What follows belongs to an exercise in optimizing a design on an open flow for small area, a short achievable clock period and few clock cycles per item; a production flow would make more cautious choices. The RTL was checked by simulation tests, not by an equivalence proof against the original design. No activity file was given, so power comes from the tool's default toggle rates.

==> flow/design.v <==
`default_nettype none
module combinatorial_interp
	#(
		parameter data_width = 16,
		parameter interp_bits = 4
	)
	(
		input  wire signed [data_width  - 1 : 0] base,
		input  wire signed [data_width  - 1 : 0] target,
		input  wire 	   [interp_bits - 1 : 0] frac,
		output wire signed [data_width  - 1 : 0] interpolated
	);
	wire signed [data_width-1:0] diff = target - base;
	wire diff_sign = diff[data_width-1];
	wire [data_width-1:0] diff_mag =
		diff_sign ? -diff : diff;
	wire signed [data_width-1:0] interp_terms [0:interp_bits-1];
	wire signed [data_width-1:0] interp_sums  [0:interp_bits-1];
	genvar i;
	generate
		for (i = 0; i < interp_bits; i = i + 1) begin : gen_interp
			wire [data_width-1:0] mag_term = diff_mag >> (i+1);
			wire signed [data_width-1:0] signed_term =
				diff_sign ? -$signed(mag_term)
						  :  $signed(mag_term);
			assign interp_terms[i] =
				frac[interp_bits-1-i] ? signed_term : 0;
			if (i == 0) begin
				assign interp_sums[i] = base + interp_terms[i];
			end else begin
				assign interp_sums[i] =
					interp_sums[i-1] + interp_terms[i];
			end
		end
	endgenerate
	assign interpolated = interp_sums[interp_bits-1];
endmodule
module sequential_interp #(parameter data_width = 16, parameter interp_bits = 3)
	(
		input wire clk,
		input wire reset,
		input  wire start,
		output reg out_valid,
		input wire signed [data_width - 1 : 0] base,
		input wire signed [data_width - 1 : 0] target,
		input wire signed [interp_bits - 1 : 0] frac,
		output reg signed [data_width - 1 : 0] interpolated
	);
	wire signed [data_width - 1 : 0] diff = target - base;
	reg signed [data_width - 1 : 0] interp_sum;
	localparam index_width = $clog2(interp_bits);
	reg [index_width - 1 : 0] index;
	reg signed  [data_width  - 1 : 0] diff_latched;
	reg 		[interp_bits - 1 : 0] frac_latched;
	reg busy;
	integer i;
	always @(posedge clk) begin
		out_valid <= 0;
		if (reset) begin
			index <= (interp_bits - 1);
			interpolated <= 0;
			interp_sum <= 0;
			busy <= 0;
		end
		else begin
			if (start & !busy) begin
				busy <= 1;
				interp_sum  <= base + (frac[interp_bits - 1] ? (diff >>> 1) : 0);
				if (diff[data_width-1])begin
					diff_latched <= -(((-diff) >> 2));
				end else begin
					diff_latched <= diff >> 2;
				end
				frac_latched <= frac;
				index <= (interp_bits - 2);
			end
			else if (busy) begin
				if (index == 0) begin
					interpolated <= interp_sum + (frac_latched[0] ? diff_latched : 0);
					busy <= 0;
					out_valid <= 1;
				end
				else begin
					interp_sum <= interp_sum + (frac_latched[index] ? diff_latched : 0);
					if (diff_latched[data_width-1]) begin
						diff_latched <= -(((-diff_latched) >> 1));
					end else begin
						diff_latched <= diff_latched >> 1;
					end
					index <= index - 1;
				end
			end
		end
	end
endmodule
`default_nettype wire
`default_nettype none
module sin_2pi_lut_16 (
		input wire clk,
		input wire reset,
		input wire read,
		output reg valid,
		input wire signed [15:0] x,
		output reg signed [15:0] base_sample,
		output reg signed [15:0] next_sample,
		output wire [4 - 1 : 0] frac
	);
	reg signed [15:0] sin_lut[0:2047];
	initial begin
		$readmemh("sin_q15_full.hex", sin_lut);
	end
	wire [10:0] base_index = x[14:4];
	wire [10:0] next_index = (base_index == 2047) ? 0 : base_index + 1;
	assign frac = x[3:0];
	reg [10:0] read_addr;
	reg [15:0] read_result;
	reg wait_one;
	reg [3:0] state;
	always @(posedge clk) begin
		read_result <= sin_lut[read_addr];
		wait_one <= 0;
		valid <= 0;
		if (reset) begin
			state <= 0;
		end
		else begin
			case (state)
				0: begin
					if (read) begin
						valid <= 0;
						read_addr <= base_index;
						state <= 1;
						wait_one <= 1;
					end
				end
				1: begin
					if (!wait_one) begin
						base_sample <= read_result;
						read_addr <= next_index;
						state <= 2;
						wait_one <= 1;
					end
				end
				2: begin
					if (!wait_one) begin
						next_sample <= read_result;
						state <= 0;
						valid <= 1;
					end
				end
			endcase
		end
	end
endmodule
module tanh_4_lut_16 (
		input wire clk,
		input wire reset,
		input wire read,
		output reg valid,
		input wire signed [15:0] x,
		output reg [15:0] base_sample,
		output reg [15:0] next_sample,
		output wire [4 - 1 : 0] frac
	);
	reg signed [15:0] tanh_lut[0:2047];
	initial begin
		$readmemh("tanh_q15.hex", tanh_lut);
	end
	wire signed [15:0] x_index = x + 16'sh8000;
	wire [10:0] base_index = x_index[15:5];
	wire [10:0] next_index = (base_index == 2047) ? 2047 : base_index + 1;
	assign frac = x[4:1];
	reg [10:0] read_addr;
	reg [15:0] read_result;
	reg wait_one;
	reg [3:0] state;
	always @(posedge clk) begin
		read_result <= tanh_lut[read_addr];
		wait_one <= 0;
		if (reset) begin
			state <= 0;
			valid <= 0;
		end
		else begin
			valid <= 0;
			case (state)
				0: begin
					if (read) begin
						read_addr <= base_index;
						state <= 1;
						wait_one <= 1;
					end
				end
				1: begin
					if (!wait_one) begin
						base_sample <= read_result;
						read_addr <= next_index;
						state <= 2;
						wait_one <= 1;
					end
				end
				2: begin
					if (!wait_one) begin
						next_sample <= read_result;
						state <= 0;
						valid <= 1;
					end
				end
			endcase
		end
	end
endmodule
`default_nettype wire
`default_nettype none
module lut_master #(parameter data_width = 16) (
		input wire clk,
		input wire reset,
		input wire req,
		input wire [8 - 1 : 0] lut_handle,
		input wire [data_width - 1 : 0] req_arg,
		output reg [data_width - 1 : 0] data_out,
		output reg valid,
		output reg invalid_request
	);
	reg [7:0] state;
	reg [8 - 1 : 0] lut_handle_latched;
	reg [data_width - 1 : 0] req_arg_latched;
	reg [data_width - 1 : 0] base_sample;
	reg [data_width - 1 : 0] next_sample;
	reg [4 - 1 : 0] frac;
	wire signed [data_width - 1 : 0] interpolated;
	reg  interp_start;
	wire interp_valid;
	wire [data_width - 1 : 0] tanh_base_sample;
	wire [data_width - 1 : 0] tanh_next_sample;
	wire [4 - 1 : 0] tanh_frac;
	reg tanh_read;
	wire tanh_valid;
	wire [data_width - 1 : 0] sin_base_sample;
	wire [data_width - 1 : 0] sin_next_sample;
	wire [4 - 1 : 0] sin_frac;
	reg sin_read;
	wire sin_valid;
	sequential_interp #(.data_width(data_width), .interp_bits(4)) interp (
		.clk(clk),
		.reset(reset),
		.base(base_sample),
		.target(next_sample),
		.frac(frac),
		.interpolated(interpolated),
		.start(interp_start),
		.out_valid(interp_valid)
	);
	reg wait_one;
	always @(posedge clk) begin
		wait_one <= 0;
		tanh_read <= 0;
		sin_read  <= 0;
		valid <= 0;
		if (reset) begin
			invalid_request <= 0;
			valid <= 0;
			interp_start <= 0;
			state <= 0;
		end
		else begin
			case (state)
				0: begin
					if (!wait_one && req) begin
						lut_handle_latched 	<= lut_handle;
						req_arg_latched 	<= req_arg;
						state <= 1;
					end
				end
				1: begin
					case (lut_handle_latched)
						0: begin
							sin_read <= 1;
							state <= 2;
							wait_one <= 1;
						end
						1: begin
							tanh_read <= 1;
							state <= 3;
							wait_one <= 1;
						end
						default: begin
							invalid_request <= 1;
						end
					endcase
				end
				2: begin
					sin_read <= 0;
					if (!wait_one && sin_valid) begin
						base_sample <= sin_base_sample;
						next_sample <= sin_next_sample;
						frac <= sin_frac;
						interp_start <= 1;
						state <= 5;
					end
				end
				3: begin
					tanh_read <= 0;
					if (!wait_one && tanh_valid) begin
						base_sample <= tanh_base_sample;
						next_sample <= tanh_next_sample;
						frac <= tanh_frac;
						interp_start <= 1;
						state <= 5;
					end
				end
				5: begin
					interp_start <= 0;
					state <= 6;
				end
				6: begin
					if (interp_valid) begin
						data_out <= interpolated;
						valid <= 1;
						state <= 0;
						wait_one <= 1;
					end
				end
				7: begin
					data_out <= interpolated;
					valid <= 1;
					state <= 0;
					wait_one <= 1;
				end
				8: begin
				end
			endcase
		end	
	end
	sin_2pi_lut_16 sin_lut (
		.clk(clk),
		.reset(reset),
		.x(req_arg_latched),
		.base_sample(sin_base_sample),
		.next_sample(sin_next_sample),
		.frac(sin_frac),
		.read(sin_read),
		.valid(sin_valid)
	);
	tanh_4_lut_16 tanh_lut (
		.clk(clk),
		.reset(reset),
		.x(req_arg_latched),
		.base_sample(tanh_base_sample),
		.next_sample(tanh_next_sample),
		.frac(tanh_frac),
		.read(tanh_read),
		.valid(tanh_valid)
	);
endmodule
`default_nettype wire
==> flow/run.sh <==
#!/bin/bash
# synth_recipe.tcl (not shown) runs the flow's synth.tcl, then flattens the netlist and writes it again
# the make line also repeats each setting of config.mk as NAME=value (left out here)
make -C /OpenROAD-flow-scripts/flow DESIGN_CONFIG=/design/flow/config.mk WORK_HOME=/design/flow/orfs CLKGATE_MAP_FILE= SYNTH_SCRIPT=/design/flow/synth_recipe.tcl finish
==> flow/sin_q15_full.hex <==
0000
0065
00C9
012E
0192
01F7
025B
02C0
0324
0389
03ED
0452
04B6
051B
057F
05E3
0648
06AC
0711
0775
07D9
083E
08A2
0906
096A
09CF
0A33
0A97
0AFB
0B5F
0BC4
0C28
0C8C
0CF0
0D54
0DB8
0E1C
0E80
0EE3
0F47
0FAB
100F
1072
10D6
113A
119D
1201
1264
12C8
132B
138F
13F2
1455
14B9
151C
157F
15E2
1645
16A8
170B
176E
17D0
1833
1896
18F9
195B
19BE
1A20
1A82
1AE5
1B47
1BA9
1C0B
1C6D
1CCF
1D31
1D93
1DF5
1E57
1EB8
1F1A
1F7B
1FDD
203E
209F
2100
2161
21C2
2223
2284
22E5
2346
23A6
2407
2467
24C8
2528
2588
25E8
2648
26A8
2708
2767
27C7
2826
2886
28E5
2944
29A3
2A02
2A61
2AC0
2B1F
2B7D
2BDC
2C3A
2C99
2CF7
2D55
2DB3
2E11
2E6E
2ECC
2F2A
2F87
2FE4
3041
309E
30FB
3158
31B5
3211
326E
32CA
3326
3383
33DF
343A
3496
34F2
354D
35A8
3604
365F
36BA
3715
376F
37CA
3824
387E
38D9
3933
398C
39E6
3A40
3A99
3AF2
3B4C
3BA5
3BFE
3C56
3CAF
3D07
3D60
3DB8
3E10
3E68
3EBF
3F17
3F6E
3FC5
401D
4073
40CA
4121
4177
41CE
4224
427A
42D0
4325
437B
43D0
4425
447A
44CF
4524
4578
45CD
4621
4675
46C9
471C
4770
47C3
4816
4869
48BC
490F
4961
49B4
4A06
4A58
4AA9
4AFB
4B4C
4B9D
4BEE
4C3F
4C90
4CE0
4D31
4D81
4DD1
4E20
4E70
4EBF
4F0E
4F5D
4FAC
4FFB
5049
5097
50E5
5133
5181
51CE
521B
5268
52B5
5302
534E
539B
53E7
5432
547E
54C9
5515
5560
55AA
55F5
563F
568A
56D3
571D
5767
57B0
57F9
5842
588B
58D3
591C
5964
59AC
59F3
5A3B
5A82
5AC9
5B0F
5B56
5B9C
5BE2
5C28
5C6E
5CB3
5CF9
5D3E
5D82
5DC7
5E0B
5E4F
5E93
5ED7
5F1A
5F5D
5FA0
5FE3
6025
6068
60AA
60EB
612D
616E
61AF
61F0
6231
6271
62B1
62F1
6331
6370
63AF
63EE
642D
646C
64AA
64E8
6525
6563
65A0
65DD
661A
6656
6693
66CF
670A
6746
6781
67BC
67F7
6832
686C
68A6
68E0
6919
6952
698B
69C4
69FD
6A35
6A6D
6AA4
6ADC
6B13
6B4A
6B81
6BB7
6BED
6C23
6C59
6C8E
6CC3
6CF8
6D2D
6D61
6D95
6DC9
6DFD
6E30
6E63
6E96
6EC8
6EFB
6F2C
6F5E
6F90
6FC1
6FF2
7022
7053
7083
70B2
70E2
7111
7140
716F
719D
71CB
71F9
7227
7254
7281
72AE
72DB
7307
7333
735E
738A
73B5
73E0
740A
7435
745F
7488
74B2
74DB
7504
752D
7555
757D
75A5
75CC
75F3
761A
7641
7667
768D
76B3
76D8
76FE
7722
7747
776B
778F
77B3
77D7
77FA
781D
783F
7862
7884
78A5
78C7
78E8
7909
7929
794A
796A
7989
79A9
79C8
79E6
7A05
7A23
7A41
7A5F
7A7C
7A99
7AB6
7AD2
7AEE
7B0A
7B26
7B41
7B5C
7B77
7B91
7BAB
7BC5
7BDE
7BF8
7C10
7C29
7C41
7C59
7C71
7C88
7C9F
7CB6
7CCD
7CE3
7CF9
7D0E
7D24
7D39
7D4D
7D62
7D76
7D89
7D9D
7DB0
7DC3
7DD5
7DE8
7DFA
7E0B
7E1D
7E2E
7E3E
7E4F
7E5F
7E6F
7E7E
7E8D
7E9C
7EAB
7EB9
7EC7
7ED5
7EE2
7EEF
7EFC
7F09
7F15
7F21
7F2C
7F37
7F42
7F4D
7F57
7F61
7F6B
7F74
7F7D
7F86
7F8F
7F97
7F9F
7FA6
7FAD
7FB4
7FBB
7FC1
7FC7
7FCD
7FD2
7FD8
7FDC
7FE1
7FE5
7FE9
7FEC
7FF0
7FF3
7FF5
7FF7
7FF9
7FFB
7FFD
7FFE
7FFE
7FFF
7FFF
7FFF
7FFE
7FFE
7FFD
7FFB
7FF9
7FF7
7FF5
7FF3
7FF0
7FEC
7FE9
7FE5
7FE1
7FDC
7FD8
7FD2
7FCD
7FC7
7FC1
7FBB
7FB4
7FAD
7FA6
7F9F
7F97
7F8F
7F86
7F7D
7F74
7F6B
7F61
7F57
7F4D
7F42
7F37
7F2C
7F21
7F15
7F09
7EFC
7EEF
7EE2
7ED5
7EC7
7EB9
7EAB
7E9C
7E8D
7E7E
7E6F
7E5F
7E4F
7E3E
7E2E
7E1D
7E0B
7DFA
7DE8
7DD5
7DC3
7DB0
7D9D
7D89
7D76
7D62
7D4D
7D39
7D24
7D0E
7CF9
7CE3
7CCD
7CB6
7C9F
7C88
7C71
7C59
7C41
7C29
7C10
7BF8
7BDE
7BC5
7BAB
7B91
7B77
7B5C
7B41
7B26
7B0A
7AEE
7AD2
7AB6
7A99
7A7C
7A5F
7A41
7A23
7A05
79E6
79C8
79A9
7989
796A
794A
7929
7909
78E8
78C7
78A5
7884
7862
783F
781D
77FA
77D7
77B3
778F
776B
7747
7722
76FE
76D8
76B3
768D
7667
7641
761A
75F3
75CC
75A5
757D
7555
752D
7504
74DB
74B2
7488
745F
7435
740A
73E0
73B5
738A
735E
7333
7307
72DB
72AE
7281
7254
7227
71F9
71CB
719D
716F
7140
7111
70E2
70B2
7083
7053
7022
6FF2
6FC1
6F90
6F5E
6F2C
6EFB
6EC8
6E96
6E63
6E30
6DFD
6DC9
6D95
6D61
6D2D
6CF8
6CC3
6C8E
6C59
6C23
6BED
6BB7
6B81
6B4A
6B13
6ADC
6AA4
6A6D
6A35
69FD
69C4
698B
6952
6919
68E0
68A6
686C
6832
67F7
67BC
6781
6746
670A
66CF
6693
6656
661A
65DD
65A0
6563
6525
64E8
64AA
646C
642D
63EE
63AF
6370
6331
62F1
62B1
6271
6231
61F0
61AF
616E
612D
60EB
60AA
6068
6025
5FE3
5FA0
5F5D
5F1A
5ED7
5E93
5E4F
5E0B
5DC7
5D82
5D3E
5CF9
5CB3
5C6E
5C28
5BE2
5B9C
5B56
5B0F
5AC9
5A82
5A3B
59F3
59AC
5964
591C
58D3
588B
5842
57F9
57B0
5767
571D
56D3
568A
563F
55F5
55AA
5560
5515
54C9
547E
5432
53E7
539B
534E
5302
52B5
5268
521B
51CE
5181
5133
50E5
5097
5049
4FFB
4FAC
4F5D
4F0E
4EBF
4E70
4E20
4DD1
4D81
4D31
4CE0
4C90
4C3F
4BEE
4B9D
4B4C
4AFB
4AA9
4A58
4A06
49B4
4961
490F
48BC
4869
4816
47C3
4770
471C
46C9
4675
4621
45CD
4578
4524
44CF
447A
4425
43D0
437B
4325
42D0
427A
4224
41CE
4177
4121
40CA
4073
401D
3FC5
3F6E
3F17
3EBF
3E68
3E10
3DB8
3D60
3D07
3CAF
3C56
3BFE
3BA5
3B4C
3AF2
3A99
3A40
39E6
398C
3933
38D9
387E
3824
37CA
376F
3715
36BA
365F
3604
35A8
354D
34F2
3496
343A
33DF
3383
3326
32CA
326E
3211
31B5
3158
30FB
309E
3041
2FE4
2F87
2F2A
2ECC
2E6E
2E11
2DB3
2D55
2CF7
2C99
2C3A
2BDC
2B7D
2B1F
2AC0
2A61
2A02
29A3
2944
28E5
2886
2826
27C7
2767
2708
26A8
2648
25E8
2588
2528
24C8
2467
2407
23A6
2346
22E5
2284
2223
21C2
2161
2100
209F
203E
1FDD
1F7B
1F1A
1EB8
1E57
1DF5
1D93
1D31
1CCF
1C6D
1C0B
1BA9
1B47
1AE5
1A82
1A20
19BE
195B
18F9
1896
1833
17D0
176E
170B
16A8
1645
15E2
157F
151C
14B9
1455
13F2
138F
132B
12C8
1264
1201
119D
113A
10D6
1072
100F
0FAB
0F47
0EE3
0E80
0E1C
0DB8
0D54
0CF0
0C8C
0C28
0BC4
0B5F
0AFB
0A97
0A33
09CF
096A
0906
08A2
083E
07D9
0775
0711
06AC
0648
05E3
057F
051B
04B6
0452
03ED
0389
0324
02C0
025B
01F7
0192
012E
00C9
0065
0000
FF9B
FF37
FED2
FE6E
FE09
FDA5
FD40
FCDC
FC77
FC13
FBAE
FB4A
FAE5
FA81
FA1D
F9B8
F954
F8EF
F88B
F827
F7C2
F75E
F6FA
F696
F631
F5CD
F569
F505
F4A1
F43C
F3D8
F374
F310
F2AC
F248
F1E4
F180
F11D
F0B9
F055
EFF1
EF8E
EF2A
EEC6
EE63
EDFF
ED9C
ED38
ECD5
EC71
EC0E
EBAB
EB47
EAE4
EA81
EA1E
E9BB
E958
E8F5
E892
E830
E7CD
E76A
E707
E6A5
E642
E5E0
E57E
E51B
E4B9
E457
E3F5
E393
E331
E2CF
E26D
E20B
E1A9
E148
E0E6
E085
E023
DFC2
DF61
DF00
DE9F
DE3E
DDDD
DD7C
DD1B
DCBA
DC5A
DBF9
DB99
DB38
DAD8
DA78
DA18
D9B8
D958
D8F8
D899
D839
D7DA
D77A
D71B
D6BC
D65D
D5FE
D59F
D540
D4E1
D483
D424
D3C6
D367
D309
D2AB
D24D
D1EF
D192
D134
D0D6
D079
D01C
CFBF
CF62
CF05
CEA8
CE4B
CDEF
CD92
CD36
CCDA
CC7D
CC21
CBC6
CB6A
CB0E
CAB3
CA58
C9FC
C9A1
C946
C8EB
C891
C836
C7DC
C782
C727
C6CD
C674
C61A
C5C0
C567
C50E
C4B4
C45B
C402
C3AA
C351
C2F9
C2A0
C248
C1F0
C198
C141
C0E9
C092
C03B
BFE3
BF8D
BF36
BEDF
BE89
BE32
BDDC
BD86
BD30
BCDB
BC85
BC30
BBDB
BB86
BB31
BADC
BA88
BA33
B9DF
B98B
B937
B8E4
B890
B83D
B7EA
B797
B744
B6F1
B69F
B64C
B5FA
B5A8
B557
B505
B4B4
B463
B412
B3C1
B370
B320
B2CF
B27F
B22F
B1E0
B190
B141
B0F2
B0A3
B054
B005
AFB7
AF69
AF1B
AECD
AE7F
AE32
ADE5
AD98
AD4B
ACFE
ACB2
AC65
AC19
ABCE
AB82
AB37
AAEB
AAA0
AA56
AA0B
A9C1
A976
A92D
A8E3
A899
A850
A807
A7BE
A775
A72D
A6E4
A69C
A654
A60D
A5C5
A57E
A537
A4F1
A4AA
A464
A41E
A3D8
A392
A34D
A307
A2C2
A27E
A239
A1F5
A1B1
A16D
A129
A0E6
A0A3
A060
A01D
9FDB
9F98
9F56
9F15
9ED3
9E92
9E51
9E10
9DCF
9D8F
9D4F
9D0F
9CCF
9C90
9C51
9C12
9BD3
9B94
9B56
9B18
9ADB
9A9D
9A60
9A23
99E6
99AA
996D
9931
98F6
98BA
987F
9844
9809
97CE
9794
975A
9720
96E7
96AE
9675
963C
9603
95CB
9593
955C
9524
94ED
94B6
947F
9449
9413
93DD
93A7
9372
933D
9308
92D3
929F
926B
9237
9203
91D0
919D
916A
9138
9105
90D4
90A2
9070
903F
900E
8FDE
8FAD
8F7D
8F4E
8F1E
8EEF
8EC0
8E91
8E63
8E35
8E07
8DD9
8DAC
8D7F
8D52
8D25
8CF9
8CCD
8CA2
8C76
8C4B
8C20
8BF6
8BCB
8BA1
8B78
8B4E
8B25
8AFC
8AD3
8AAB
8A83
8A5B
8A34
8A0D
89E6
89BF
8999
8973
894D
8928
8902
88DE
88B9
8895
8871
884D
8829
8806
87E3
87C1
879E
877C
875B
8739
8718
86F7
86D7
86B6
8696
8677
8657
8638
861A
85FB
85DD
85BF
85A1
8584
8567
854A
852E
8512
84F6
84DA
84BF
84A4
8489
846F
8455
843B
8422
8408
83F0
83D7
83BF
83A7
838F
8378
8361
834A
8333
831D
8307
82F2
82DC
82C7
82B3
829E
828A
8277
8263
8250
823D
822B
8218
8206
81F5
81E3
81D2
81C2
81B1
81A1
8191
8182
8173
8164
8155
8147
8139
812B
811E
8111
8104
80F7
80EB
80DF
80D4
80C9
80BE
80B3
80A9
809F
8095
808C
8083
807A
8071
8069
8061
805A
8053
804C
8045
803F
8039
8033
802E
8028
8024
801F
801B
8017
8014
8010
800D
800B
8009
8007
8005
8003
8002
8002
8001
8001
8001
8002
8002
8003
8005
8007
8009
800B
800D
8010
8014
8017
801B
801F
8024
8028
802E
8033
8039
803F
8045
804C
8053
805A
8061
8069
8071
807A
8083
808C
8095
809F
80A9
80B3
80BE
80C9
80D4
80DF
80EB
80F7
8104
8111
811E
812B
8139
8147
8155
8164
8173
8182
8191
81A1
81B1
81C2
81D2
81E3
81F5
8206
8218
822B
823D
8250
8263
8277
828A
829E
82B3
82C7
82DC
82F2
8307
831D
8333
834A
8361
8378
838F
83A7
83BF
83D7
83F0
8408
8422
843B
8455
846F
8489
84A4
84BF
84DA
84F6
8512
852E
854A
8567
8584
85A1
85BF
85DD
85FB
861A
8638
8657
8677
8696
86B6
86D7
86F7
8718
8739
875B
877C
879E
87C1
87E3
8806
8829
884D
8871
8895
88B9
88DE
8902
8928
894D
8973
8999
89BF
89E6
8A0D
8A34
8A5B
8A83
8AAB
8AD3
8AFC
8B25
8B4E
8B78
8BA1
8BCB
8BF6
8C20
8C4B
8C76
8CA2
8CCD
8CF9
8D25
8D52
8D7F
8DAC
8DD9
8E07
8E35
8E63
8E91
8EC0
8EEF
8F1E
8F4E
8F7D
8FAD
8FDE
900E
903F
9070
90A2
90D4
9105
9138
916A
919D
91D0
9203
9237
926B
929F
92D3
9308
933D
9372
93A7
93DD
9413
9449
947F
94B6
94ED
9524
955C
9593
95CB
9603
963C
9675
96AE
96E7
9720
975A
9794
97CE
9809
9844
987F
98BA
98F6
9931
996D
99AA
99E6
9A23
9A60
9A9D
9ADB
9B18
9B56
9B94
9BD3
9C12
9C51
9C90
9CCF
9D0F
9D4F
9D8F
9DCF
9E10
9E51
9E92
9ED3
9F15
9F56
9F98
9FDB
A01D
A060
A0A3
A0E6
A129
A16D
A1B1
A1F5
A239
A27E
A2C2
A307
A34D
A392
A3D8
A41E
A464
A4AA
A4F1
A537
A57E
A5C5
A60D
A654
A69C
A6E4
A72D
A775
A7BE
A807
A850
A899
A8E3
A92D
A976
A9C1
AA0B
AA56
AAA0
AAEB
AB37
AB82
ABCE
AC19
AC65
ACB2
ACFE
AD4B
AD98
ADE5
AE32
AE7F
AECD
AF1B
AF69
AFB7
B005
B054
B0A3
B0F2
B141
B190
B1E0
B22F
B27F
B2CF
B320
B370
B3C1
B412
B463
B4B4
B505
B557
B5A8
B5FA
B64C
B69F
B6F1
B744
B797
B7EA
B83D
B890
B8E4
B937
B98B
B9DF
BA33
BA88
BADC
BB31
BB86
BBDB
BC30
BC85
BCDB
BD30
BD86
BDDC
BE32
BE89
BEDF
BF36
BF8D
BFE3
C03B
C092
C0E9
C141
C198
C1F0
C248
C2A0
C2F9
C351
C3AA
C402
C45B
C4B4
C50E
C567
C5C0
C61A
C674
C6CD
C727
C782
C7DC
C836
C891
C8EB
C946
C9A1
C9FC
CA58
CAB3
CB0E
CB6A
CBC6
CC21
CC7D
CCDA
CD36
CD92
CDEF
CE4B
CEA8
CF05
CF62
CFBF
D01C
D079
D0D6
D134
D192
D1EF
D24D
D2AB
D309
D367
D3C6
D424
D483
D4E1
D540
D59F
D5FE
D65D
D6BC
D71B
D77A
D7DA
D839
D899
D8F8
D958
D9B8
DA18
DA78
DAD8
DB38
DB99
DBF9
DC5A
DCBA
DD1B
DD7C
DDDD
DE3E
DE9F
DF00
DF61
DFC2
E023
E085
E0E6
E148
E1A9
E20B
E26D
E2CF
E331
E393
E3F5
E457
E4B9
E51B
E57E
E5E0
E642
E6A5
E707
E76A
E7CD
E830
E892
E8F5
E958
E9BB
EA1E
EA81
EAE4
EB47
EBAB
EC0E
EC71
ECD5
ED38
ED9C
EDFF
EE63
EEC6
EF2A
EF8E
EFF1
F055
F0B9
F11D
F180
F1E4
F248
F2AC
F310
F374
F3D8
F43C
F4A1
F505
F569
F5CD
F631
F696
F6FA
F75E
F7C2
F827
F88B
F8EF
F954
F9B8
FA1D
FA81
FAE5
FB4A
FBAE
FC13
FC77
FCDC
FD40
FDA5
FE09
FE6E
FED2
FF37
FF9B
==> flow/tanh_q15.hex <==
8017
8017
8017
8017
8018
8018
8018
8018
8018
8019
8019
8019
8019
8019
801A
801A
801A
801A
801A
801A
801B
801B
801B
801B
801C
801C
801C
801C
801C
801D
801D
801D
801D
801D
801E
801E
801E
801E
801F
801F
801F
801F
8020
8020
8020
8020
8020
8021
8021
8021
8021
8022
8022
8022
8023
8023
8023
8023
8024
8024
8024
8024
8025
8025
8025
8026
8026
8026
8026
8027
8027
8027
8028
8028
8028
8028
8029
8029
8029
802A
802A
802A
802B
802B
802B
802C
802C
802C
802D
802D
802D
802E
802E
802E
802F
802F
8030
8030
8030
8031
8031
8031
8032
8032
8033
8033
8033
8034
8034
8034
8035
8035
8036
8036
8037
8037
8037
8038
8038
8039
8039
803A
803A
803A
803B
803B
803C
803C
803D
803D
803E
803E
803F
803F
8040
8040
8041
8041
8042
8042
8043
8043
8044
8044
8045
8045
8046
8046
8047
8047
8048
8048
8049
804A
804A
804B
804B
804C
804C
804D
804E
804E
804F
804F
8050
8051
8051
8052
8053
8053
8054
8055
8055
8056
8056
8057
8058
8059
8059
805A
805B
805B
805C
805D
805D
805E
805F
8060
8060
8061
8062
8063
8063
8064
8065
8066
8066
8067
8068
8069
806A
806B
806B
806C
806D
806E
806F
8070
8070
8071
8072
8073
8074
8075
8076
8077
8078
8079
8079
807A
807B
807C
807D
807E
807F
8080
8081
8082
8083
8084
8085
8086
8087
8088
808A
808B
808C
808D
808E
808F
8090
8091
8092
8093
8095
8096
8097
8098
8099
809A
809C
809D
809E
809F
80A1
80A2
80A3
80A4
80A6
80A7
80A8
80A9
80AB
80AC
80AD
80AF
80B0
80B2
80B3
80B4
80B6
80B7
80B9
80BA
80BB
80BD
80BE
80C0
80C1
80C3
80C4
80C6
80C7
80C9
80CB
80CC
80CE
80CF
80D1
80D3
80D4
80D6
80D7
80D9
80DB
80DD
80DE
80E0
80E2
80E4
80E5
80E7
80E9
80EB
80ED
80EE
80F0
80F2
80F4
80F6
80F8
80FA
80FC
80FE
8100
8102
8104
8106
8108
810A
810C
810E
8110
8112
8114
8116
8118
811B
811D
811F
8121
8124
8126
8128
812A
812D
812F
8131
8134
8136
8139
813B
813E
8140
8142
8145
8148
814A
814D
814F
8152
8154
8157
815A
815C
815F
8162
8165
8167
816A
816D
8170
8173
8176
8179
817B
817E
8181
8184
8187
818A
818E
8191
8194
8197
819A
819D
81A0
81A4
81A7
81AA
81AE
81B1
81B4
81B8
81BB
81BE
81C2
81C5
81C9
81CD
81D0
81D4
81D7
81DB
81DF
81E2
81E6
81EA
81EE
81F2
81F5
81F9
81FD
8201
8205
8209
820D
8211
8215
821A
821E
8222
8226
822A
822F
8233
8237
823C
8240
8245
8249
824E
8252
8257
825C
8260
8265
826A
826F
8273
8278
827D
8282
8287
828C
8291
8296
829B
82A1
82A6
82AB
82B0
82B6
82BB
82C1
82C6
82CB
82D1
82D7
82DC
82E2
82E8
82ED
82F3
82F9
82FF
8305
830B
8311
8317
831D
8323
8329
8330
8336
833C
8343
8349
8350
8356
835D
8364
836A
8371
8378
837F
8386
838D
8394
839B
83A2
83A9
83B0
83B7
83BF
83C6
83CE
83D5
83DD
83E4
83EC
83F4
83FC
8404
840B
8413
841B
8424
842C
8434
843C
8445
844D
8456
845E
8467
846F
8478
8481
848A
8493
849C
84A5
84AE
84B7
84C0
84CA
84D3
84DD
84E6
84F0
84FA
8503
850D
8517
8521
852B
8535
8540
854A
8554
855F
8569
8574
857F
858A
8594
859F
85AA
85B6
85C1
85CC
85D7
85E3
85EE
85FA
8606
8611
861D
8629
8635
8642
864E
865A
8667
8673
8680
868C
8699
86A6
86B3
86C0
86CD
86DB
86E8
86F6
8703
8711
871F
872C
873A
8749
8757
8765
8773
8782
8791
879F
87AE
87BD
87CC
87DB
87EB
87FA
8809
8819
8829
8839
8849
8859
8869
8879
888A
889A
88AB
88BC
88CD
88DE
88EF
8900
8912
8923
8935
8947
8959
896B
897D
898F
89A2
89B4
89C7
89DA
89ED
8A00
8A13
8A27
8A3A
8A4E
8A62
8A76
8A8A
8A9E
8AB3
8AC7
8ADC
8AF1
8B06
8B1B
8B30
8B46
8B5B
8B71
8B87
8B9D
8BB3
8BCA
8BE0
8BF7
8C0E
8C25
8C3C
8C54
8C6B
8C83
8C9B
8CB3
8CCB
8CE3
8CFC
8D15
8D2E
8D47
8D60
8D79
8D93
8DAD
8DC7
8DE1
8DFB
8E16
8E30
8E4B
8E66
8E82
8E9D
8EB9
8ED5
8EF1
8F0D
8F29
8F46
8F63
8F80
8F9D
8FBA
8FD8
8FF6
9014
9032
9050
906F
908E
90AD
90CC
90EC
910C
912B
914C
916C
918D
91AD
91CE
91F0
9211
9233
9255
9277
9299
92BC
92DF
9302
9325
9349
936C
9390
93B5
93D9
93FE
9423
9448
946D
9493
94B9
94DF
9506
952C
9553
957B
95A2
95CA
95F2
961A
9643
966B
9694
96BE
96E7
9711
973B
9766
9790
97BB
97E6
9812
983E
986A
9896
98C3
98EF
991D
994A
9978
99A6
99D4
9A03
9A31
9A61
9A90
9AC0
9AF0
9B20
9B51
9B82
9BB3
9BE5
9C16
9C49
9C7B
9CAE
9CE1
9D14
9D48
9D7C
9DB0
9DE5
9E1A
9E4F
9E85
9EBB
9EF1
9F28
9F5E
9F96
9FCD
A005
A03D
A076
A0AF
A0E8
A121
A15B
A195
A1D0
A20B
A246
A281
A2BD
A2F9
A336
A373
A3B0
A3EE
A42C
A46A
A4A9
A4E8
A527
A567
A5A7
A5E7
A628
A669
A6AA
A6EC
A72E
A771
A7B4
A7F7
A83B
A87F
A8C3
A908
A94D
A992
A9D8
AA1E
AA65
AAAC
AAF3
AB3B
AB83
ABCB
AC14
AC5D
ACA7
ACF1
AD3B
AD86
ADD1
AE1C
AE68
AEB4
AF01
AF4E
AF9B
AFE9
B037
B085
B0D4
B123
B173
B1C3
B213
B264
B2B5
B306
B358
B3AB
B3FD
B450
B4A4
B4F8
B54C
B5A0
B5F5
B64B
B6A0
B6F7
B74D
B7A4
B7FB
B853
B8AB
B903
B95C
B9B5
BA0F
BA69
BAC3
BB1E
BB79
BBD5
BC31
BC8D
BCE9
BD47
BDA4
BE02
BE60
BEBE
BF1D
BF7D
BFDC
C03C
C09D
C0FE
C15F
C1C0
C222
C284
C2E7
C34A
C3AD
C411
C475
C4DA
C53F
C5A4
C609
C66F
C6D6
C73C
C7A3
C80B
C872
C8DA
C943
C9AC
CA15
CA7E
CAE8
CB52
CBBD
CC27
CC93
CCFE
CD6A
CDD6
CE43
CEAF
CF1D
CF8A
CFF8
D066
D0D4
D143
D1B2
D222
D291
D301
D372
D3E2
D453
D4C5
D536
D5A8
D61A
D68D
D6FF
D772
D7E6
D859
D8CD
D941
D9B6
DA2A
DA9F
DB14
DB8A
DC00
DC76
DCEC
DD62
DDD9
DE50
DEC7
DF3F
DFB7
E02F
E0A7
E11F
E198
E211
E28A
E303
E37D
E3F6
E470
E4EB
E565
E5DF
E65A
E6D5
E750
E7CC
E847
E8C3
E93F
E9BB
EA37
EAB3
EB30
EBAD
EC29
ECA6
ED24
EDA1
EE1E
EE9C
EF1A
EF97
F015
F093
F112
F190
F20E
F28D
F30B
F38A
F409
F488
F507
F586
F605
F685
F704
F783
F803
F882
F902
F981
FA01
FA81
FB01
FB81
FC00
FC80
FD00
FD80
FE00
FE80
FF00
FF80
0000
0080
0100
0180
0200
0280
0300
0380
0400
047F
04FF
057F
05FF
067F
06FE
077E
07FD
087D
08FC
097B
09FB
0A7A
0AF9
0B78
0BF7
0C76
0CF5
0D73
0DF2
0E70
0EEE
0F6D
0FEB
1069
10E6
1164
11E2
125F
12DC
135A
13D7
1453
14D0
154D
15C9
1645
16C1
173D
17B9
1834
18B0
192B
19A6
1A21
1A9B
1B15
1B90
1C0A
1C83
1CFD
1D76
1DEF
1E68
1EE1
1F59
1FD1
2049
20C1
2139
21B0
2227
229E
2314
238A
2400
2476
24EC
2561
25D6
264A
26BF
2733
27A7
281A
288E
2901
2973
29E6
2A58
2ACA
2B3B
2BAD
2C1E
2C8E
2CFF
2D6F
2DDE
2E4E
2EBD
2F2C
2F9A
3008
3076
30E3
3151
31BD
322A
3296
3302
336D
33D9
3443
34AE
3518
3582
35EB
3654
36BD
3726
378E
37F5
385D
38C4
392A
3991
39F7
3A5C
3AC1
3B26
3B8B
3BEF
3C53
3CB6
3D19
3D7C
3DDE
3E40
3EA1
3F02
3F63
3FC4
4024
4083
40E3
4142
41A0
41FE
425C
42B9
4317
4373
43CF
442B
4487
44E2
453D
4597
45F1
464B
46A4
46FD
4755
47AD
4805
485C
48B3
4909
4960
49B5
4A0B
4A60
4AB4
4B08
4B5C
4BB0
4C03
4C55
4CA8
4CFA
4D4B
4D9C
4DED
4E3D
4E8D
4EDD
4F2C
4F7B
4FC9
5017
5065
50B2
50FF
514C
5198
51E4
522F
527A
52C5
530F
5359
53A3
53EC
5435
547D
54C5
550D
5554
559B
55E2
5628
566E
56B3
56F8
573D
5781
57C5
5809
584C
588F
58D2
5914
5956
5997
59D8
5A19
5A59
5A99
5AD9
5B18
5B57
5B96
5BD4
5C12
5C50
5C8D
5CCA
5D07
5D43
5D7F
5DBA
5DF5
5E30
5E6B
5EA5
5EDF
5F18
5F51
5F8A
5FC3
5FFB
6033
606A
60A2
60D8
610F
6145
617B
61B1
61E6
621B
6250
6284
62B8
62EC
631F
6352
6385
63B7
63EA
641B
644D
647E
64AF
64E0
6510
6540
6570
659F
65CF
65FD
662C
665A
6688
66B6
66E3
6711
673D
676A
6796
67C2
67EE
681A
6845
6870
689A
68C5
68EF
6919
6942
696C
6995
69BD
69E6
6A0E
6A36
6A5E
6A85
6AAD
6AD4
6AFA
6B21
6B47
6B6D
6B93
6BB8
6BDD
6C02
6C27
6C4B
6C70
6C94
6CB7
6CDB
6CFE
6D21
6D44
6D67
6D89
6DAB
6DCD
6DEF
6E10
6E32
6E53
6E73
6E94
6EB4
6ED5
6EF4
6F14
6F34
6F53
6F72
6F91
6FB0
6FCE
6FEC
700A
7028
7046
7063
7080
709D
70BA
70D7
70F3
710F
712B
7147
7163
717E
719A
71B5
71D0
71EA
7205
721F
7239
7253
726D
7287
72A0
72B9
72D2
72EB
7304
731D
7335
734D
7365
737D
7395
73AC
73C4
73DB
73F2
7409
7420
7436
744D
7463
7479
748F
74A5
74BA
74D0
74E5
74FA
750F
7524
7539
754D
7562
7576
758A
759E
75B2
75C6
75D9
75ED
7600
7613
7626
7639
764C
765E
7671
7683
7695
76A7
76B9
76CB
76DD
76EE
7700
7711
7722
7733
7744
7755
7766
7776
7787
7797
77A7
77B7
77C7
77D7
77E7
77F7
7806
7815
7825
7834
7843
7852
7861
786F
787E
788D
789B
78A9
78B7
78C6
78D4
78E1
78EF
78FD
790A
7918
7925
7933
7940
794D
795A
7967
7974
7980
798D
7999
79A6
79B2
79BE
79CB
79D7
79E3
79EF
79FA
7A06
7A12
7A1D
7A29
7A34
7A3F
7A4A
7A56
7A61
7A6C
7A76
7A81
7A8C
7A97
7AA1
7AAC
7AB6
7AC0
7ACB
7AD5
7ADF
7AE9
7AF3
7AFD
7B06
7B10
7B1A
7B23
7B2D
7B36
7B40
7B49
7B52
7B5B
7B64
7B6D
7B76
7B7F
7B88
7B91
7B99
7BA2
7BAA
7BB3
7BBB
7BC4
7BCC
7BD4
7BDC
7BE5
7BED
7BF5
7BFC
7C04
7C0C
7C14
7C1C
7C23
7C2B
7C32
7C3A
7C41
7C49
7C50
7C57
7C5E
7C65
7C6C
7C73
7C7A
7C81
7C88
7C8F
7C96
7C9C
7CA3
7CAA
7CB0
7CB7
7CBD
7CC4
7CCA
7CD0
7CD7
7CDD
7CE3
7CE9
7CEF
7CF5
7CFB
7D01
7D07
7D0D
7D13
7D18
7D1E
7D24
7D29
7D2F
7D35
7D3A
7D3F
7D45
7D4A
7D50
7D55
7D5A
7D5F
7D65
7D6A
7D6F
7D74
7D79
7D7E
7D83
7D88
7D8D
7D91
7D96
7D9B
7DA0
7DA4
7DA9
7DAE
7DB2
7DB7
7DBB
7DC0
7DC4
7DC9
7DCD
7DD1
7DD6
7DDA
7DDE
7DE2
7DE6
7DEB
7DEF
7DF3
7DF7
7DFB
7DFF
7E03
7E07
7E0B
7E0E
7E12
7E16
7E1A
7E1E
7E21
7E25
7E29
7E2C
7E30
7E33
7E37
7E3B
7E3E
7E42
7E45
7E48
7E4C
7E4F
7E52
7E56
7E59
7E5C
7E60
7E63
7E66
7E69
7E6C
7E6F
7E72
7E76
7E79
7E7C
7E7F
7E82
7E85
7E87
7E8A
7E8D
7E90
7E93
7E96
7E99
7E9B
7E9E
7EA1
7EA4
7EA6
7EA9
7EAC
7EAE
7EB1
7EB3
7EB6
7EB8
7EBB
7EBE
7EC0
7EC2
7EC5
7EC7
7ECA
7ECC
7ECF
7ED1
7ED3
7ED6
7ED8
7EDA
7EDC
7EDF
7EE1
7EE3
7EE5
7EE8
7EEA
7EEC
7EEE
7EF0
7EF2
7EF4
7EF6
7EF8
7EFA
7EFC
7EFE
7F00
7F02
7F04
7F06
7F08
7F0A
7F0C
7F0E
7F10
7F12
7F13
7F15
7F17
7F19
7F1B
7F1C
7F1E
7F20
7F22
7F23
7F25
7F27
7F29
7F2A
7F2C
7F2D
7F2F
7F31
7F32
7F34
7F35
7F37
7F39
7F3A
7F3C
7F3D
7F3F
7F40
7F42
7F43
7F45
7F46
7F47
7F49
7F4A
7F4C
7F4D
7F4E
7F50
7F51
7F53
7F54
7F55
7F57
7F58
7F59
7F5A
7F5C
7F5D
7F5E
7F5F
7F61
7F62
7F63
7F64
7F66
7F67
7F68
7F69
7F6A
7F6B
7F6D
7F6E
7F6F
7F70
7F71
7F72
7F73
7F74
7F75
7F76
7F78
7F79
7F7A
7F7B
7F7C
7F7D
7F7E
7F7F
7F80
7F81
7F82
7F83
7F84
7F85
7F86
7F87
7F87
7F88
7F89
7F8A
7F8B
7F8C
7F8D
7F8E
7F8F
7F90
7F90
7F91
7F92
7F93
7F94
7F95
7F95
7F96
7F97
7F98
7F99
7F9A
7F9A
7F9B
7F9C
7F9D
7F9D
7F9E
7F9F
7FA0
7FA0
7FA1
7FA2
7FA3
7FA3
7FA4
7FA5
7FA5
7FA6
7FA7
7FA7
7FA8
7FA9
7FAA
7FAA
7FAB
7FAB
7FAC
7FAD
7FAD
7FAE
7FAF
7FAF
7FB0
7FB1
7FB1
7FB2
7FB2
7FB3
7FB4
7FB4
7FB5
7FB5
7FB6
7FB6
7FB7
7FB8
7FB8
7FB9
7FB9
7FBA
7FBA
7FBB
7FBB
7FBC
7FBC
7FBD
7FBD
7FBE
7FBE
7FBF
7FBF
7FC0
7FC0
7FC1
7FC1
7FC2
7FC2
7FC3
7FC3
7FC4
7FC4
7FC5
7FC5
7FC6
7FC6
7FC6
7FC7
7FC7
7FC8
7FC8
7FC9
7FC9
7FC9
7FCA
7FCA
7FCB
7FCB
7FCC
7FCC
7FCC
7FCD
7FCD
7FCD
7FCE
7FCE
7FCF
7FCF
7FCF
7FD0
7FD0
7FD0
7FD1
7FD1
7FD2
7FD2
7FD2
7FD3
7FD3
7FD3
7FD4
7FD4
7FD4
7FD5
7FD5
7FD5
7FD6
7FD6
7FD6
7FD7
7FD7
7FD7
7FD8
7FD8
7FD8
7FD8
7FD9
7FD9
7FD9
7FDA
7FDA
7FDA
7FDA
7FDB
7FDB
7FDB
7FDC
7FDC
7FDC
7FDC
7FDD
7FDD
7FDD
7FDD
7FDE
7FDE
7FDE
7FDF
7FDF
7FDF
7FDF
7FE0
7FE0
7FE0
7FE0
7FE0
7FE1
7FE1
7FE1
7FE1
7FE2
7FE2
7FE2
7FE2
7FE3
7FE3
7FE3
7FE3
7FE3
7FE4
7FE4
7FE4
7FE4
7FE4
7FE5
7FE5
7FE5
7FE5
7FE6
7FE6
7FE6
7FE6
7FE6
7FE6
7FE7
7FE7
7FE7
7FE7
7FE7
7FE8
7FE8
7FE8
7FE8
7FE8
7FE9
7FE9
7FE9
==> flow/constraint.sdc <==
create_clock -name core_clock -period 8.0 [get_ports {clk}]
set_input_delay 1.6000 -clock core_clock [delete_from_list [all_inputs] [get_ports {clk}]]
set_output_delay 1.6000 -clock core_clock [all_outputs]
set_load 0.01 [all_outputs]
==> flow/config.mk <==
export PLATFORM = sky130hd
export DESIGN_NAME = lut_master
export DESIGN_NICKNAME = lut_master
export VERILOG_FILES = /design/flow/design.v
export SDC_FILE = /design/flow/constraint.sdc
export NUM_CORES = 4
export LEC_CHECK = 0
export CAP_MARGIN = 40
export CORE_MARGIN = 2
export CORE_UTILIZATION = 16
export PLACE_DENSITY = 0.26
export SLEW_MARGIN = 40
export SYNTH_MEMORY_MAX_BITS = 70000
==> summary.txt <==
[worst max-delay path, stage by stage (launching register included)]
cell and delay (ps):
edfxtp_1 350, clkinv_1 570, ha_1 1050, buf_4 460, nand2_1 560, a21oi_1 790, nor2_1 310, o2bb2ai_1 350
nand2_1 160, a311oi_1 260, a311oi_1 650, a21oi_1 80, mux2i_1 250, a32o_1 170
[synthesized netlist by cell type (40+ instances only)]
master     count  share of area [%]
and3_1        45               0.60
ha_1         129                3.4
buf_2        250                2.7
dfxtp_1       85                3.6
a21o_1        49               0.78
buf_1         92               0.74
o21ai_0      703                7.5
a221oi_1      85                1.6
a211oi_1     171                2.7
inv_1         78               0.62
clkbuf_1     431                3.5
mux2_2        43                1.0
o211ai_1     133                2.1
o221ai_1      86                1.6
and2_1        86                1.1
a21oi_1      799                8.5
o21ai_1       60               0.64
xnor2_1       48               0.90
a31oi_1      180                2.4
o2111ai_1     40               0.75
nor2b_1       95                1.3
nand2_1      782                6.3
o22ai_1       87                1.2
nand3_1      261                2.8
edfxtp_1     182                 12
a311oi_1      97                1.8
a32oi_1       41               0.77
o311ai_0      96                1.8
nand2b_1     103                1.4
nor3_1       249                2.7
o31ai_1       64                1.0
nor2_1       785                6.3
[state kept, by name (all words and copies together) (netlist names), 3 cells and up]
register / cells
base_sample: 16
data_out: 16
frac: 4
interp.diff_latched: 16
interp.frac_latched: 4
interp.interp_sum: 16
interp.interpolated: 16
lut_handle_latched: 8
next_sample: 16
req_arg_latched: 16
sin_lut.base_sample: 16
sin_lut.next_sample: 16
sin_lut.read_addr: 11
sin_lut.read_result: 16
state: 3
tanh_lut.base_sample: 16
tanh_lut.next_sample: 16
tanh_lut.read_addr: 11
tanh_lut.read_result: 16
[through the flow]
step	power [mW]	hold WS, ps
6_report	11.49	388.4
5_1_grt	11.37	392.4
4_1_cts	10.98	387.3
3_5_place_dp	8.954	413.6
3_3_place_gp	9.044	416.3
2_1_floorplan	4.777	400.1
[report_power, final]
part	leakage [nW]	switching (mW)	internal [mW]
registers	2.34	0.168	1.61
clock network	0.662	0.854	1.09
logic	15.5	6.10	1.67
[per-layer routing]
layer	part of all wire, %	up-vias	track usage (%)
li1	-	27050	-
met1	40	36630	45.99
met2	40	6439	51.42
met3	11	1740	12.82
met4	8.6	32	26.27
met5	0.038	-	0
[layout make-up]
type	count	area (sq um)	area share (%)
multi-input combinational	6011	36870	66.38
tap	3900	4880	8.784
antenna	79	197.7	0.3559
inverter	89	349.1	0.6284
clock buffer	53	1111	2.000
timing repair buffer	560	4720	8.496
clock inverter	22	250.2	0.4505
sequential	267	7169	12.91
[worst max path at each step]
| stage | startpoint | end |
|---|---|---|
| 6_report | sin_lut.read_addr[0] | sin_lut.read_result[7] |
| 3_3_place_gp | sin_lut.read_addr[0] | sin_lut.read_result[5] |
| 3_5_place_dp | sin_lut.read_addr[1] | sin_lut.read_result[7] |
| 5_1_grt | sin_lut.read_addr[0] | sin_lut.read_result[7] |
| 4_1_cts | sin_lut.read_addr[1] | sin_lut.read_result[7] |
| 2_1_floorplan | reset | base_sample[0] |
[kinds of logic after synthesis]
kind of cell / synth area share (%)
compound gates: 43.20
xor+xnor: 1.642
fa+ha+maj: 3.636
buf+inv: 7.998
flops: 15.29
mux: 2.993
simple gates: 25.24
==> impl_results.md <==
- Total GRT Usage: 36.61%
- Antenna viol nets, final: 0
- DP HPWL: 421,100 microns
- CP Max Fanout: 21
- Synth Register Bits: 267
- Final Hold Violating Endpoints: 0
- Max Slew Vio Count: 0
- RePlAce Congestion: 1.080
- Max clock buf depth: 3
- Most frequent cells in the layout: a21oi_1 (785), nand2_1 (772), nor2_1 (732), o21ai_0 (674), buf_4 (465)
- Setup violators final: 0
- Worst r2r path cells: 13
- Clock root cell: clkbuf_16
- Synth Warn #: 4
- Die footprint: 297,300 sq um
- H-tree levels: 2
- Largest net degree at the start of global routing: 121
- Top_reg_cell synth: edfxtp_1
- Post-DP Area: 53,830 sq um
- Number of global-route vias before repair: 65,390
- Min-delay src: tanh_lut.read_result[15]
- Final Core Density: 19.08%
- Mapped Cells: 7,162
- Max Freq: 0.1635 GHz
- Critical Path RT: 8580 ps
- Max Cap Viol: 0
- Initial antenna violation count: 100
- Tcrit/Tclk final: 76.44%
- Grt ovf: 0
- Routed via count: 71,890
- Synth cell types: 108
- PD cells: 206.8 nW/um^2
- Site Rows: 198
- Final instance area: 55,550 sq um
- Worst setup EP type: register
- Final setup margin: 1884 ps
- # IOs: 45
- Post-CTS Repair Setup Buffers: 0
- Hold endpoint: tanh_lut.base_sample[15]
- Status: no timing/DRC/antenna violations
- DR pass1 iterations: 7
- Placed Cells: 10,820
- Later-pin clock latency in the skew report: 660 ps
- Synthesized area: 46,870 sq um
- Worst path arrival time: 6690 ps
- CTS buffer count: 41
- WS Path Type: reg2reg
- Worst Hold Class: reg2reg
- Post-synthesis sequential area ratio: 15.29%
- Die height: 545.2 microns
- Total Wirelength: 573,500 microns
- Static Leak: 18.48 nW
- Vias per inst: 6.546
- Fillers: 33,470
- Slew headroom: 28.79%
- Peak supply drop: 0.1695 mV
- Async SR Flop Fraction: 0%
- Core Region: 291,100 sq um
- Final Non-Filler Cells: 10,980
- Hold depth: 0
- Clock Sinks: 267
- Syn nets: 7,322
- Syn_area_per_cell: 6.544 sq um
- Commonest non-fill, non-tap cell in the layout: a21oi_1
- Number of DRC markers in iteration 0: 12,690
- Die width: 545.2 microns
- Number of synthesized flops with an enable pin: 182
- DR WL/cell: 52.22 microns
- Nets: 7,130
- Clock skew: 79.86 ps
- R2R Path Start: sin_lut.read_addr[0]
- Hold_buf cts: 0
- CTS tree: done
- Setup TNS: 0 ps
- CTS clk-pin slew, worst paths: 60 ps
- DRC viols: 0
- Worst Tran Pin Value: 1059 ps
- Post-CTS Resized: 0
- Post-layout minimum cycle time: 6116 ps
- Dpl ws: 2139 ps
- FF-to-FF End: sin_lut.read_result[7]
- Share of layout cells above drive strength 1: 13.55%
- CP Launch Type: register
- Port bufs: 44
- Initial core utilization: 16.10%
- Synthesis-to-finish area growth: 18.52%
- Worst R2R Setup Slack: 1880 ps
- RSZ-0062 raised after global routing: false
- First-pass GRT wire length: 728,700 microns
Testbench counts, summed over its fixed seeds: cycles 168,000, items 12,000.

[static timing again, ports no longer ideal]
The results above use ideal ports. As a check the final layout listed here was re-extracted and re-timed, cells and wires unchanged.
Step 1, drivers: a clkbuf_16 drives clk and a buf_2 each remaining input, both assumed.
Step 2 moves the port delays by t, midway between the first and last clock arrival at a register: inputs arrive t later, outputs are due t later. That takes back most of the time a late clock gives input paths.
Three values: no drivers, after step 1, after step 2; two values: the first two.
t (ns): 0.727
setup slack, ns: 1.884 / 1.884 / 1.884
hold WS [ns]: 0.388 / 0.388 / 0.388
clock arrival spread, ns: 0.086 / 0.085
slew at the worst register clock pin (ns): 0.09 / 0.09
After both steps this run still meets setup and hold. The setup slack of this run moves by 0.000 ns with the drivers and by 0.000 ns with both steps.
